Source: an optimization exercise on an open RTL-to-GDS flow (aim: small area, a short achievable clock period and few clock cycles per item). Production flows keep margins and buffers that such runs may drop.
The RTL was checked by simulation tests, not by an equivalence proof against the original design.
Power figures rest on the tool's default switching activity, not on a simulated workload.

==> flow/design.v, too long to show whole: its modules and the start of the top module <==
// module multiplier32FP: 195 lines
// module add48: 555 lines
// module pg_grey: 3 lines
// module pg_black: 4 lines
// module sel2: 8 lines
// module mul24_cs: 2235 lines
// module fa_cell: 4 lines
// module ao22_cell: 3 lines
// module xor_cell: 3 lines
// module ha_cell: 4 lines
module multiplier32FP (
	input  logic        clk,
	input  logic        rst_n,
	input  logic        start_i,
	input  logic [31:0] a_i,
	input  logic [31:0] b_i,
	output logic        done_o,
	output logic        nan_o,
	output logic        infinit_o,
	output logic        overflow_o,
	output logic        underflow_o,
	output logic [31:0] product_o
);
  // ...
==> flow/flow/run.sh <==
#!/bin/bash
# Own layout flow: the standard ORFS flow (standard.sh) with two changes:
#  - the input and output ports are buffered with buf_4 cells instead of the
#    default port-buffer choice;
#  - timing repair aims for 8.2 ns of setup slack (the clock period and the
#    constraints are unchanged; this only makes repair work on paths that
#    already meet them).
# Each make step writes its own log under orfs/logs; the make output as a
# whole goes to standard.log.
set -euo pipefail
export BUFFER_PORTS_ARGS="-buffer_cell sky130_fd_sc_hd__buf_4"
export SETUP_SLACK_MARGIN=8.2
bash standard.sh > standard.log 2>&1
==> flow/standard.sh <==
#!/bin/bash
# synth_recipe.tcl (not shown) runs the flow's synth.tcl, then flattens the netlist and writes it again
# the make line also repeats each setting of config.mk as NAME=value (left out here)
make -C /OpenROAD-flow-scripts/flow DESIGN_CONFIG=/design/flow/config.mk WORK_HOME=/design/flow/orfs CLKGATE_MAP_FILE= SYNTH_SCRIPT=/design/flow/synth_recipe.tcl "${@:-finish}"
==> flow/config.mk <==
export PLATFORM = sky130hd
export DESIGN_NAME = multiplier32FP
export DESIGN_NICKNAME = multiplier32FP
export VERILOG_FILES = /design/flow/design.v
export SDC_FILE = /design/flow/constraint.sdc
export NUM_CORES = 4
export LEC_CHECK = 0
export CAP_MARGIN = 0
export CORE_MARGIN = 2
export CORE_UTILIZATION = 60
export PLACE_DENSITY = 0.75
export SLEW_MARGIN = 0
export SYNTH_HIERARCHICAL = 1
==> flow/constraint.sdc <==
create_clock -name core_clock -period 15.0 [get_ports {clk}]
set_input_delay 3.0000 -clock core_clock [delete_from_list [all_inputs] [get_ports {clk}]]
set_output_delay 3.0000 -clock core_clock [all_outputs]
set_load 0.01 [all_outputs]
==> run notes, run 1 <==
# TYPE chip_impl_metric gauge
chip_impl_info{name="run_status",value="finished clean"} 1
chip_impl_metric{name="inverters",unit=""} 79
chip_impl_info{name="setup_repair_after_global_routing_missed_its_margin",value="yes"} 1
chip_impl_metric{name="hold_violations",unit=""} 0
chip_impl_info{name="maxPowerGroup",value="combinational cells"} 1
chip_impl_info{name="synthFlopType",value="sky130_fd_sc_hd__dfxtp_1"} 1
chip_impl_metric{name="cts_buffer_depth",unit=""} 2
chip_impl_metric{name="clkTransAtPathRegs",unit="ns"} 0.08
chip_impl_metric{name="fp.coreArea",unit="mm^2"} 0.03847
chip_impl_metric{name="max_slew_violations",unit=""} 0
chip_impl_metric{name="layout.buffer.nonclock.area_share",unit="%"} 4.604
chip_impl_metric{name="multiInputGateArea",unit="mm^2"} 0.01905
chip_impl_info{name="synth_area_leaders",value="sky130_fd_sc_hd__fa_1, sky130_fd_sc_hd__dfxtp_1, sky130_fd_sc_hd__xor2_1"} 1
chip_impl_metric{name="peakVddDrop",unit="V"} 0.0001190
chip_impl_metric{name="portion_of_total_power_attributed_to_the_clock_network",unit="%"} 7.2
chip_impl_metric{name="synth_edf_count",unit=""} 13
chip_impl_metric{name="routedWlPerCell",unit="um"} 26.83
chip_impl_metric{name="design.die.area",unit="mm^2"} 0.04033
chip_impl_metric{name="numClockSinks",unit=""} 185
chip_impl_metric{name="num-nonclk-buffers",unit=""} 134
chip_impl_metric{name="slew_headroom",unit="%"} 26.74
chip_impl_info{name="dominant-cell-class",value="multi-input combinational cells"} 1
chip_impl_metric{name="timing.critical_path.slowest_cell_delay",unit="ns"} 0.58
chip_impl_info{name="synthMostInstantiatedCell",value="sky130_fd_sc_hd__xor2_1"} 1
chip_impl_metric{name="layout.cell_area.non_filler",unit="mm^2"} 0.02560
chip_impl_metric{name="crit_arrival",unit="ns"} 7.11
chip_impl_metric{name="setup_ws",unit="ns"} 8.222
chip_impl_metric{name="ys_seq_elements",unit=""} 185
chip_impl_metric{name="power",unit="mW"} 6.079
chip_impl_metric{name="fraction_of_power_spent_switching_nets",unit="%"} 48.80
chip_impl_metric{name="filler_cells_inserted",unit=""} 3052
chip_impl_metric{name="io_buffers",unit=""} 103
chip_impl_metric{name="via_count_of_the_first_global_routing_pass",unit=""} 19520
chip_impl_metric{name="cts.hold.buffers_added",unit=""} 0
chip_impl_info{name="worstSetupEndpoint",value="c_r[27]"} 1
chip_impl_metric{name="clk_tree_area_share",unit="%"} 2.209
chip_impl_info{name="critical_r2r_capture",value="done_o"} 1
chip_impl_metric{name="design.final.nets",unit=""} 2755
chip_impl_metric{name="antennaDiodeCount",unit=""} 0
chip_impl_metric{name="worstSetupPathDepth",unit=""} 12
chip_impl_metric{name="floorplan.die.width",unit="um"} 200.8
chip_impl_metric{name="critical_path.n_buffers_inverters",unit=""} 3
chip_impl_metric{name="chipHeight",unit="um"} 200.8
chip_impl_metric{name="leakagePower",unit="nW"} 11.23
chip_impl_metric{name="fin_cells",unit=""} 2861
Testbench counts, summed over its fixed seeds: cycles 3,321, ops 3,200.
==> inputs of run 2 (changes only) <==
==> flow/flow/run.sh (replaced) <==
#!/bin/bash
# Own layout flow: the standard ORFS flow (standard.sh) with two changes:
#  - the input and output ports are buffered with buf_2 cells instead of the
#    default port-buffer choice;
#  - timing repair aims for 8 ns of setup slack (the clock period and the
#    constraints are unchanged; this only makes repair work on paths that
#    already meet them).
# Each make step writes its own log under orfs/logs; the make output as a
# whole goes to standard.log.
set -euo pipefail
export BUFFER_PORTS_ARGS="-buffer_cell sky130_fd_sc_hd__buf_2"
export SETUP_SLACK_MARGIN=8
bash standard.sh > standard.log 2>&1
==> run notes, run 2 <==
# TYPE chip_impl_metric gauge
chip_impl_metric{name="synth_edf_count",unit=""} 13
chip_impl_info{name="synthMostInstantiatedCell",value="sky130_fd_sc_hd__xor2_1"} 1
chip_impl_metric{name="cts_buffer_depth",unit=""} 2
chip_impl_metric{name="portion_of_total_power_attributed_to_the_clock_network",unit="%"} 8.2
chip_impl_metric{name="synth.cell_area",unit="mm^2"} 0.02324
chip_impl_info{name="cp-startpoint",value="b_i[24]"} 1
chip_impl_info{name="synthFlopType",value="sky130_fd_sc_hd__dfxtp_1"} 1
chip_impl_metric{name="drt_iter0_markers",unit=""} 1991
chip_impl_metric{name="max_slew_violations",unit=""} 0
chip_impl_metric{name="synthesis.yosys.warnings",unit=""} 9
chip_impl_metric{name="first_pass_iters",unit=""} 6
chip_impl_metric{name="grt_overflow",unit=""} 0
chip_impl_info{name="setup_repair_after_global_routing_missed_its_margin",value="no"} 1
chip_impl_info{name="grt_most_used_layer",value="met2"} 1
chip_impl_metric{name="drt.antenna.violating_nets",unit=""} 0
chip_impl_metric{name="critical_path.max_fanout",unit=""} 55
chip_impl_info{name="synth_top_family_by_area",value="adder cells"} 1
chip_impl_metric{name="clkTransAtPathRegs",unit="ns"} 0.07
chip_impl_metric{name="post_synth_num_cell_types",unit=""} 76
chip_impl_info{name="final_cell_mix",value="sky130_fd_sc_hd__xor2_1, sky130_fd_sc_hd__a22o_1, sky130_fd_sc_hd__fa_1"} 1
chip_impl_metric{name="post_synth_simple_gate_area",unit="%"} 8.602
chip_impl_metric{name="slew_headroom",unit="%"} 32.48
chip_impl_metric{name="layout-area-overhead-vs-synth",unit="%"} 7.090
chip_impl_info{name="min-delay-path-class",value="flop to flop"} 1
chip_impl_metric{name="grt_use_total",unit="%"} 37.11
chip_impl_metric{name="leakagePower",unit="nW"} 11.14
chip_impl_metric{name="synthesis.area_per_instance",unit="um^2"} 10.17
chip_impl_metric{name="floorplan.die.width",unit="um"} 200.8
chip_impl_metric{name="asyncSetResetFlopFracSynth",unit="%"} 1.622
chip_impl_metric{name="design.final.nets",unit=""} 2766
chip_impl_metric{name="power",unit="mW"} 5.824
chip_impl_metric{name="worst-r2r-cell-count",unit=""} 18
chip_impl_metric{name="complex_gate_fraction_of_the_synthesized_area",unit="%"} 22.59
chip_impl_metric{name="design.die.area",unit="mm^2"} 0.04033
chip_impl_metric{name="period_minus_slack",unit="ns"} 6.903
chip_impl_metric{name="grt_use_met3",unit="%"} 8.133
chip_impl_info{name="crit_path_capture_type",value="flop"} 1
chip_impl_info{name="r2r-start",value="d_r"} 1
chip_impl_info{name="critical_r2r_capture",value="done_o"} 1
chip_impl_metric{name="antenna_found_initial",unit=""} 1
chip_impl_info{name="critPathKind",value="input port to flop"} 1
chip_impl_info{name="critPathLaunchType",value="input port"} 1
chip_impl_metric{name="vias",unit=""} 19100
chip_impl_metric{name="ys_seq_area_share",unit="%"} 16.56
chip_impl_metric{name="global_route.usage.met2",unit="%"} 59.42
chip_impl_info{name="synth_area_leaders",value="sky130_fd_sc_hd__fa_1, sky130_fd_sc_hd__dfxtp_1, sky130_fd_sc_hd__xor2_1"} 1
chip_impl_metric{name="fp.coreArea",unit="mm^2"} 0.03847
chip_impl_metric{name="p_int",unit="mW"} 2.945
chip_impl_metric{name="timing_worst_slew_pin_value",unit="ns"} 1.013
chip_impl_metric{name="worstPathRequired",unit="ns"} 15.32
chip_impl_metric{name="place.gp.congestion",unit=""} 0.9213
chip_impl_metric{name="clk_latency",unit="ns"} 0.43
chip_impl_metric{name="maxClockFrequency",unit="MHz"} 144.9
chip_impl_metric{name="layout-drive-gt1-share",unit="%"} 11.55
chip_impl_info{name="most_common_cell_after_layout_fill_and_taps_aside",value="sky130_fd_sc_hd__xor2_1"} 1
chip_impl_info{name="cts_tree",value="built"} 1
chip_impl_metric{name="post-route-drc-count",unit=""} 0
chip_impl_metric{name="via_per_inst",unit=""} 6.651
chip_impl_metric{name="io_buffers",unit=""} 103
chip_impl_metric{name="via_count_of_the_first_global_routing_pass",unit=""} 19550
chip_impl_metric{name="hold_violations",unit=""} 0
chip_impl_metric{name="finalCritPeriodShare",unit="%"} 46.02
chip_impl_metric{name="min_path_cells",unit=""} 2
chip_impl_metric{name="numClockSinks",unit=""} 185
chip_impl_metric{name="placedCellCount",unit=""} 2830
chip_impl_metric{name="routedWlPerCell",unit="um"} 26.27
chip_impl_metric{name="cts_max_level",unit=""} 4
chip_impl_metric{name="synth_largest_type_area_fraction",unit="%"} 22.91
chip_impl_metric{name="setup-tns-final",unit="ns"} 0
chip_impl_metric{name="synthAdderAreaFrac",unit="%"} 27.91
chip_impl_metric{name="final.setup_skew",unit="ns"} 0.008265
chip_impl_metric{name="comb_power_share",unit="%"} 76.9
chip_impl_metric{name="worst-r2r-setup-slack",unit="ns"} 8.91
chip_impl_metric{name="chipHeight",unit="um"} 200.8
chip_impl_metric{name="grt_max_degree",unit=""} 73
chip_impl_metric{name="finalWirelength",unit="um"} 75440
chip_impl_info{name="run_status",value="finished clean"} 1
chip_impl_metric{name="place.detailed.hpwl",unit="um"} 51060
chip_impl_metric{name="synth.mux.area_fraction",unit="%"} 3.973
chip_impl_metric{name="fin_cells",unit=""} 2872
chip_impl_metric{name="synth_xor_area_share",unit="%"} 14.96
chip_impl_metric{name="ys_seq_elements",unit=""} 185
chip_impl_metric{name="netSwitchingPower",unit="mW"} 2.880
chip_impl_metric{name="grt_first_pass_wirelength",unit="um"} 115500
chip_impl_metric{name="top_ports",unit=""} 104
chip_impl_metric{name="dpl_worst_slack",unit="ns"} 7.442
chip_impl_metric{name="fraction_of_power_spent_switching_nets",unit="%"} 49.44
chip_impl_metric{name="crit_arrival",unit="ns"} 7.22
chip_impl_info{name="synth_commonest_cells",value="sky130_fd_sc_hd__xor2_1, sky130_fd_sc_hd__a22o_1, sky130_fd_sc_hd__fa_1"} 1
chip_impl_metric{name="netlist_instances",unit=""} 2286
chip_impl_info{name="worstSetupEndpoint",value="c_r[29]"} 1
chip_impl_info{name="yosys.area.top_type",value="sky130_fd_sc_hd__fa_1"} 1
chip_impl_metric{name="peakVddDrop",unit="V"} 0.0001232
chip_impl_info{name="reg_top3",value="c_r x48, s_r x48, sh_r x47"} 1
chip_impl_metric{name="cts.hold.buffers_added",unit=""} 0
chip_impl_metric{name="antennaDiodeCount",unit=""} 0
chip_impl_metric{name="max_cap_violations",unit=""} 0
chip_impl_metric{name="final-setup-viol-count",unit=""} 0
chip_impl_metric{name="tritoncts.num_buffers",unit=""} 17
chip_impl_info{name="clk_root_buffer_cell",value="sky130_fd_sc_hd__clkbuf_16"} 1
chip_impl_metric{name="initial_utilization",unit="%"} 60.42
chip_impl_metric{name="num_rows",unit=""} 72
chip_impl_metric{name="setup_ws",unit="ns"} 8.097
chip_impl_metric{name="grt_use_met1",unit="%"} 49.10
chip_impl_metric{name="cellPowerDensity",unit="mW/mm^2"} 234.0
chip_impl_metric{name="power_frac_seq",unit="%"} 15.0
==> run 2: power groups by stage <==
stage / clock (mW) / combinational [mW] / sequential [mW]
finish: 0.477 / 4.48 / 0.871
global route: 0.502 / 4.85 / 0.886
CTS: 0.483 / 4.38 / 0.866
detailed placement: 0 / 4.31 / 0.875
global placement: 0 / 4.18 / 0.872
floorplan: 0 / 3.78 / 0.824
==> run 2: how the worst min path moves through the flow <==
stage              from  slack, ns       end
5_1_grt        sh_r[45]       0.45  sh_r[44]
2_1_floorplan  sh_r[25]       0.41  sh_r[24]
3_3_place_gp   sh_r[44]       0.42  sh_r[43]
4_1_cts        sh_r[44]       0.44  sh_r[43]
6_report       sh_r[44]       0.44  sh_r[43]
3_5_place_dp   sh_r[25]       0.43  sh_r[24]
==> run 2: cell families (layout without fill, tap and decap cells) <==
family | after synthesis | after routing
other | 1 | 25
AND/OR/NAND/NOR | 355 | 355
XOR/XNOR | 397 | 399
buffers and inverters | 220 | 261
multiplexers | 88 | 88
AO/OA/AOI/OAI | 681 | 682
adder cells (fa/ha/maj) | 359 | 359
flip-flops | 185 | 185
==> run 2: final cells by class <==
type / count / area, um^2
Clock buffer: 19 / 442.9
Clock inverter: 13 / 180.2
Fill cell: 3166 / 13580
Inverter: 79 / 300.3
Multi-Input combinational cell: 1908 / 18560
Sequential cell: 185 / 3850
Tap cell: 518 / 648.1
Timing Repair Buffer: 149 / 900.9
Timing Repair inverter: 1 / 5.005
==> run 2: metrics by stage <==
stage,area (um^2),hold slack [ns],utilization [%]
2_1_floorplan,23340,0.4082,-
3_3_place_gp,24060,0.4210,62.55
3_5_place_dp,24060,0.4278,62.55
4_1_cts,24810,0.4408,64.48
5_1_grt,24890,0.4519,64.71
6_report,24890,0.4373,64.71
==> run 2: Yosys stat by module, one instance, submodules excluded, excerpt <==
module          flip-flops and latches  times used  area, um^2  cells
add48                                0           1       7.507      1
ao22_cell                            0         300       8.758      1
fa_cell                              0         264       20.02      1
mul24_cs                             0           1        1304    191
multiplier32FP                     185           1        8220    865
xor_cell                             0         347       8.758      1
==> run 2: per-layer routing <==
| metal | vias to the layer above | wire, um |
|---|---|---|
| li1 | 8249 | - |
| met5 | - | 0 |
| met1 | 9432 | 30260 |
| met2 | 1183 | 34400 |
| met4 | 0 | 3091 |
| met3 | 238 | 7691 |
==> run 2: critical path, cell delays in order <==
cell,delay [ns]
sky130_fd_sc_hd__buf_2,0.13
sky130_fd_sc_hd__nor4_1,0.55
sky130_fd_sc_hd__nand2_2,0.10
sky130_fd_sc_hd__buf_4,0.35
sky130_fd_sc_hd__nand3b_1,0.42
sky130_fd_sc_hd__o21ai_4,0.30
sky130_fd_sc_hd__a22o_1,0.23
sky130_fd_sc_hd__xor2_1,0.24
sky130_fd_sc_hd__fa_1,0.49
sky130_fd_sc_hd__fa_1,0.40
sky130_fd_sc_hd__fa_1,0.54
sky130_fd_sc_hd__fa_1,0.42
==> run 2: what timing repair did <==
item,4_1_cts,5_1_grt
setup endpoints to repair,38,51
gates cloned,2,2
buffers inserted,6,0
resized for setup,6,11
pin swaps,2,2
==> inputs of run 3 (changes only) <==
==> flow/run.sh (new file) <==
#!/bin/bash
# synth_recipe.tcl (not shown) runs the flow's synth.tcl, then flattens the netlist and writes it again
# the make line also repeats each setting of config.mk as NAME=value (left out here)
make -C /OpenROAD-flow-scripts/flow DESIGN_CONFIG=/design/flow/config.mk WORK_HOME=/design/flow/orfs CLKGATE_MAP_FILE= SYNTH_SCRIPT=/design/flow/synth_recipe.tcl finish
--- a/flow/config.mk
+++ b/flow/config.mk
@@ -11,2 +11,3 @@
 export PLACE_DENSITY = 0.75
+export SETUP_SLACK_MARGIN = 5
 export SLEW_MARGIN = 0
removed: flow/flow/run.sh
removed: flow/standard.sh
==> run notes, run 3 <==
# TYPE chip_impl_metric gauge
chip_impl_metric{name="fraction_of_power_spent_switching_nets",unit="%"} 48.41
chip_impl_metric{name="worst-r2r-cell-count",unit=""} 17
chip_impl_metric{name="sequential_cell_area",unit="mm^2"} 0.003850
chip_impl_metric{name="via_count_of_the_first_global_routing_pass",unit=""} 19880
chip_impl_metric{name="timing_worst_slew_pin_value",unit="ns"} 1.094
chip_impl_metric{name="place_area",unit="mm^2"} 0.02468
chip_impl_metric{name="first_pass_iters",unit=""} 5
chip_impl_metric{name="setup-tns-final",unit="ns"} 0
chip_impl_metric{name="min_path_cells",unit=""} 1
chip_impl_metric{name="detailroute.wirelength.met2",unit="um"} 34060
chip_impl_metric{name="drt.antenna.violating_nets",unit=""} 0
chip_impl_metric{name="drt_iter0_markers",unit=""} 1967
chip_impl_metric{name="max_cap_violations",unit=""} 0
chip_impl_metric{name="power_frac_seq",unit="%"} 14.4
chip_impl_metric{name="grt_first_pass_wirelength",unit="um"} 113700
chip_impl_metric{name="clkTransAtPathRegs",unit="ns"} 0.07
chip_impl_metric{name="comb_power_share",unit="%"} 77.6
chip_impl_metric{name="placedCellCount",unit=""} 2850
chip_impl_metric{name="worst_hold_slack",unit="ns"} 0.4336
chip_impl_metric{name="peakVddDrop",unit="V"} 0.0001453
chip_impl_metric{name="finalCritPeriodShare",unit="%"} 52.31
chip_impl_metric{name="slew_headroom",unit="%"} 26.94
chip_impl_info{name="final_cell_mix",value="sky130_fd_sc_hd__xor2_1, sky130_fd_sc_hd__a22o_1, sky130_fd_sc_hd__fa_1"} 1
chip_impl_metric{name="tritoncts.num_buffers",unit=""} 17
chip_impl_metric{name="p_int",unit="mW"} 3.093
chip_impl_metric{name="top_ports",unit=""} 104
chip_impl_info{name="synth_commonest_cells",value="sky130_fd_sc_hd__xor2_1, sky130_fd_sc_hd__a22o_1, sky130_fd_sc_hd__fa_1"} 1
chip_impl_metric{name="antenna_found_initial",unit=""} 0
chip_impl_metric{name="synthesis.yosys.warnings",unit=""} 9
chip_impl_info{name="setup_repair_after_global_routing_missed_its_margin",value="no"} 1
chip_impl_info{name="run_status",value="finished clean"} 1
chip_impl_metric{name="postCtsResizedCells",unit=""} 0
chip_impl_info{name="most_common_cell_after_layout_fill_and_taps_aside",value="sky130_fd_sc_hd__xor2_1"} 1
chip_impl_metric{name="place.detailed.hpwl",unit="um"} 50650
chip_impl_metric{name="maxClockFrequency",unit="MHz"} 127.4
chip_impl_metric{name="ys_seq_area_share",unit="%"} 16.56
chip_impl_metric{name="critical_path.max_fanout",unit=""} 32
chip_impl_metric{name="floorplan.die.width",unit="um"} 200.8
chip_impl_metric{name="cts_buffer_depth",unit=""} 2
chip_impl_metric{name="fp.coreArea",unit="mm^2"} 0.03847
chip_impl_metric{name="clk_latency",unit="ns"} 0.44
chip_impl_metric{name="synth_largest_type_area_fraction",unit="%"} 22.91
chip_impl_metric{name="grt_use_total",unit="%"} 36.39
chip_impl_metric{name="via_per_inst",unit=""} 6.682
chip_impl_metric{name="multiInputGateArea",unit="mm^2"} 0.01846
chip_impl_metric{name="asyncSetResetFlopFracSynth",unit="%"} 1.622
chip_impl_info{name="synthFlopType",value="sky130_fd_sc_hd__dfxtp_1"} 1
chip_impl_info{name="r2r-start",value="d_r"} 1
chip_impl_info{name="yosys.area.top_type",value="sky130_fd_sc_hd__fa_1"} 1
chip_impl_metric{name="layout-area-overhead-vs-synth",unit="%"} 8.823
chip_impl_info{name="synthMostInstantiatedCell",value="sky130_fd_sc_hd__xor2_1"} 1
chip_impl_metric{name="ys_seq_elements",unit=""} 185
chip_impl_metric{name="grt_overflow",unit=""} 0
chip_impl_metric{name="max_slew_violations",unit=""} 0
chip_impl_metric{name="period_minus_slack",unit="ns"} 7.847
chip_impl_info{name="clk_root_buffer_cell",value="sky130_fd_sc_hd__clkbuf_16"} 1
chip_impl_info{name="critical_r2r_capture",value="sh_r[14]"} 1
chip_impl_metric{name="netSwitchingPower",unit="mW"} 2.902
chip_impl_metric{name="routedWlPerCell",unit="um"} 25.67
chip_impl_info{name="critPathLaunchType",value="flop"} 1
chip_impl_metric{name="cts_max_level",unit=""} 4
chip_impl_metric{name="chipHeight",unit="um"} 200.8
chip_impl_metric{name="antennaDiodeCount",unit=""} 0
chip_impl_metric{name="design.die.area",unit="mm^2"} 0.04033
chip_impl_metric{name="final.setup_skew",unit="ns"} 0.01194
chip_impl_metric{name="initial_utilization",unit="%"} 60.42
chip_impl_info{name="synth_area_leaders",value="sky130_fd_sc_hd__fa_1, sky130_fd_sc_hd__dfxtp_1, sky130_fd_sc_hd__xor2_1"} 1
chip_impl_info{name="hp-start",value="sh_r[25]"} 1
chip_impl_info{name="min-delay-path-class",value="flop to flop"} 1
chip_impl_metric{name="worst-r2r-setup-slack",unit="ns"} 9.21
chip_impl_metric{name="hold_violations",unit=""} 0
chip_impl_metric{name="cts.hold.buffers_added",unit=""} 0
chip_impl_metric{name="synthesis.area_per_instance",unit="um^2"} 10.17
chip_impl_metric{name="routed-wl-met3",unit="um"} 7541
chip_impl_metric{name="portion_of_total_power_attributed_to_the_clock_network",unit="%"} 7.9
chip_impl_metric{name="cellPowerDensity",unit="mW/mm^2"} 237.0
chip_impl_metric{name="leakagePower",unit="nW"} 11.18
chip_impl_metric{name="grt_max_degree",unit=""} 73
chip_impl_metric{name="m1WireLength",unit="um"} 29250
chip_impl_metric{name="filler_cells_inserted",unit=""} 3156
chip_impl_metric{name="crit_arrival",unit="ns"} 4.85
chip_impl_metric{name="layout-drive-gt1-share",unit="%"} 7.868
chip_impl_metric{name="layout.cell_area.non_filler",unit="mm^2"} 0.02529
chip_impl_info{name="critPathKind",value="flop to output pin"} 1
chip_impl_info{name="top_signal_layer_used",value="met4"} 1
chip_impl_metric{name="num_rows",unit=""} 72
chip_impl_metric{name="design.final.nets",unit=""} 2776
chip_impl_metric{name="post_cts.repair.setup_buffers",unit=""} 0
chip_impl_metric{name="final-setup-viol-count",unit=""} 0
chip_impl_metric{name="fin_cells",unit=""} 2882
chip_impl_info{name="crit_path_capture_type",value="output pin"} 1
chip_impl_metric{name="numClockSinks",unit=""} 185
chip_impl_metric{name="vias",unit=""} 19260
chip_impl_metric{name="synth_edf_count",unit=""} 13
chip_impl_metric{name="post-route-drc-count",unit=""} 0
chip_impl_metric{name="synth.cell_area",unit="mm^2"} 0.02324
chip_impl_metric{name="finalWirelength",unit="um"} 73990
chip_impl_info{name="cts_tree",value="built"} 1
chip_impl_metric{name="worstPathRequired",unit="ns"} 12.00
chip_impl_metric{name="place.gp.congestion",unit=""} 0.9449
chip_impl_metric{name="post_synth_num_cell_types",unit=""} 76
chip_impl_info{name="reg_top3",value="c_r x48, s_r x48, sh_r x47"} 1
chip_impl_metric{name="netlist_instances",unit=""} 2286
chip_impl_info{name="min_delay_worst_endpoint",value="sh_r[24]"} 1
chip_impl_metric{name="io_buffers",unit=""} 103
-- run 3: worst max-delay path: stages, from the launching register on --
cell and delay [ns]:
sky130_fd_sc_hd__dfxtp_1 0.35, sky130_fd_sc_hd__ha_1 0.42, sky130_fd_sc_hd__a21o_1 0.26, sky130_fd_sc_hd__a21o_1 0.22
sky130_fd_sc_hd__a21o_1 0.20, sky130_fd_sc_hd__a21o_1 0.20, sky130_fd_sc_hd__a21o_1 0.17, sky130_fd_sc_hd__a21o_1 0.19
sky130_fd_sc_hd__a21o_1 0.22, sky130_fd_sc_hd__xor2_4 0.87, sky130_fd_sc_hd__mux2_2 0.44, sky130_fd_sc_hd__a221o_1 0.32
sky130_fd_sc_hd__clkdlybuf4s50_1 0.51
-- run 3: worst max path at each step --
stage,startpoint,to,slack [ns],cells past startpoint
after global placement,b_i[24],c_r[29],7.36,13
after global routing,s_r[15],product_o[29],7.05,12
after detailed placement,b_i[24],c_r[26],7.13,13
final,s_r[15],product_o[29],7.15,12
after CTS,s_r[15],product_o[29],7.19,12
after floorplan,b_i[27],c_r[24],7.06,11
-- run 3: per-module statistics from Yosys, one instance, submodules excluded, a selection --
module / flip-flops and latches / area [um^2] / cells / copies in the design
add48: 0 / 7.507 / 1 / 1
ao22_cell: 0 / 8.758 / 1 / 300
fa_cell: 0 / 20.02 / 1 / 264
ha_cell: 0 / 12.51 / 1 / 70
mul24_cs: 0 / 1304 / 191 / 1
multiplier32FP: 185 / 8220 / 865 / 1
pg_black: 0 / 13.76 / 2 / 84
pg_grey: 0 / 7.507 / 1 / 46
xor_cell: 0 / 8.758 / 1 / 347
-- run 3: cells by family after synthesis --
logic type	synth area share [%]
adders and majority gates	27.91
DFF	16.56
buffers and inverters	5.399
AOI/OAI and AO/OA	22.59
and+or+nand+nor	8.602
muxes	3.973
xor gates and xnor gates	14.96
other	0.01613
-- run 3: cell type report --
type | instances | share of cell area [%]
Multi-Input combinational cell | 1905 | 72.99
Inverter | 79 | 1.172
Clock inverter | 12 | 0.6332
Clock buffer | 20 | 1.805
Tap cell | 518 | 2.562
Sequential cell | 185 | 15.22
Timing Repair Buffer | 163 | 5.619
-- run 3: stage by stage --
step / util [%] / power, mW / setup WS, ns
after floorplan: - / 4.604 / 7.060
after global placement: 64.15 / 5.224 / 7.357
after detailed placement: 64.15 / 5.396 / 7.133
after CTS: 65.76 / 5.893 / 7.194
after global routing: 65.76 / 6.400 / 7.053
final: 65.76 / 5.994 / 7.153
-- run 3: routing by layer --
| layer | global-route usage (%) | up-vias |
|---|---|---|
| met5 | 0 | - |
| met4 | 16.19 | 0 |
| met3 | 6.981 | 252 |
| met2 | 58.89 | 1286 |
| met1 | 47.67 | 9453 |
| li1 | - | 8267 |
-- run 3: power groups by stage --
| stage | Combinational (mW) | Sequential, mW | Clock (mW) |
|---|---|---|---|
| floorplan | 3.78 | 0.824 | 0 |
| global placement | 4.36 | 0.865 | 0 |
| detailed placement | 4.53 | 0.869 | 0 |
| CTS | 4.55 | 0.860 | 0.480 |
| global route | 5.02 | 0.880 | 0.504 |
| finish | 4.65 | 0.864 | 0.476 |

## static timing again, ports no longer ideal
The results above use ideal ports. As a check the final layouts listed here were re-extracted and re-timed, cells and wires unchanged.
Step 1, drivers: a clkbuf_16 drives clk and a buf_2 each remaining input, both assumed.
Step 2 also shifts input and output timing later by t, the mid clock arrival at the registers, as if the neighbouring blocks saw the same clock.
Three values: ideal ports, drivers, drivers and shift; two values: the first two.
| run | t (ns) | setup WS [ns] | worst setup path after step 2 | slew at the worst register clock pin (ns) | worst data-port slew with drivers (ns) |
|---|---|---|---|---|---|
| run 1 | 0.487 | 8.222 / 8.180 / 7.749 | input to register | 0.08 / 0.08 | 0.04 |
| run 2 | 0.479 | 8.097 / 8.093 / 7.645 | input to register | 0.07 / 0.07 | 0.04 |
| run 3 | 0.498 | 7.153 / 7.094 / 7.048 | input to register | 0.07 / 0.07 | 0.04 |
After both steps every run listed still meets setup and hold. For run 1, which loses most, drivers alone change the setup slack by -0.042 ns; drivers and shift together by -0.473 ns.
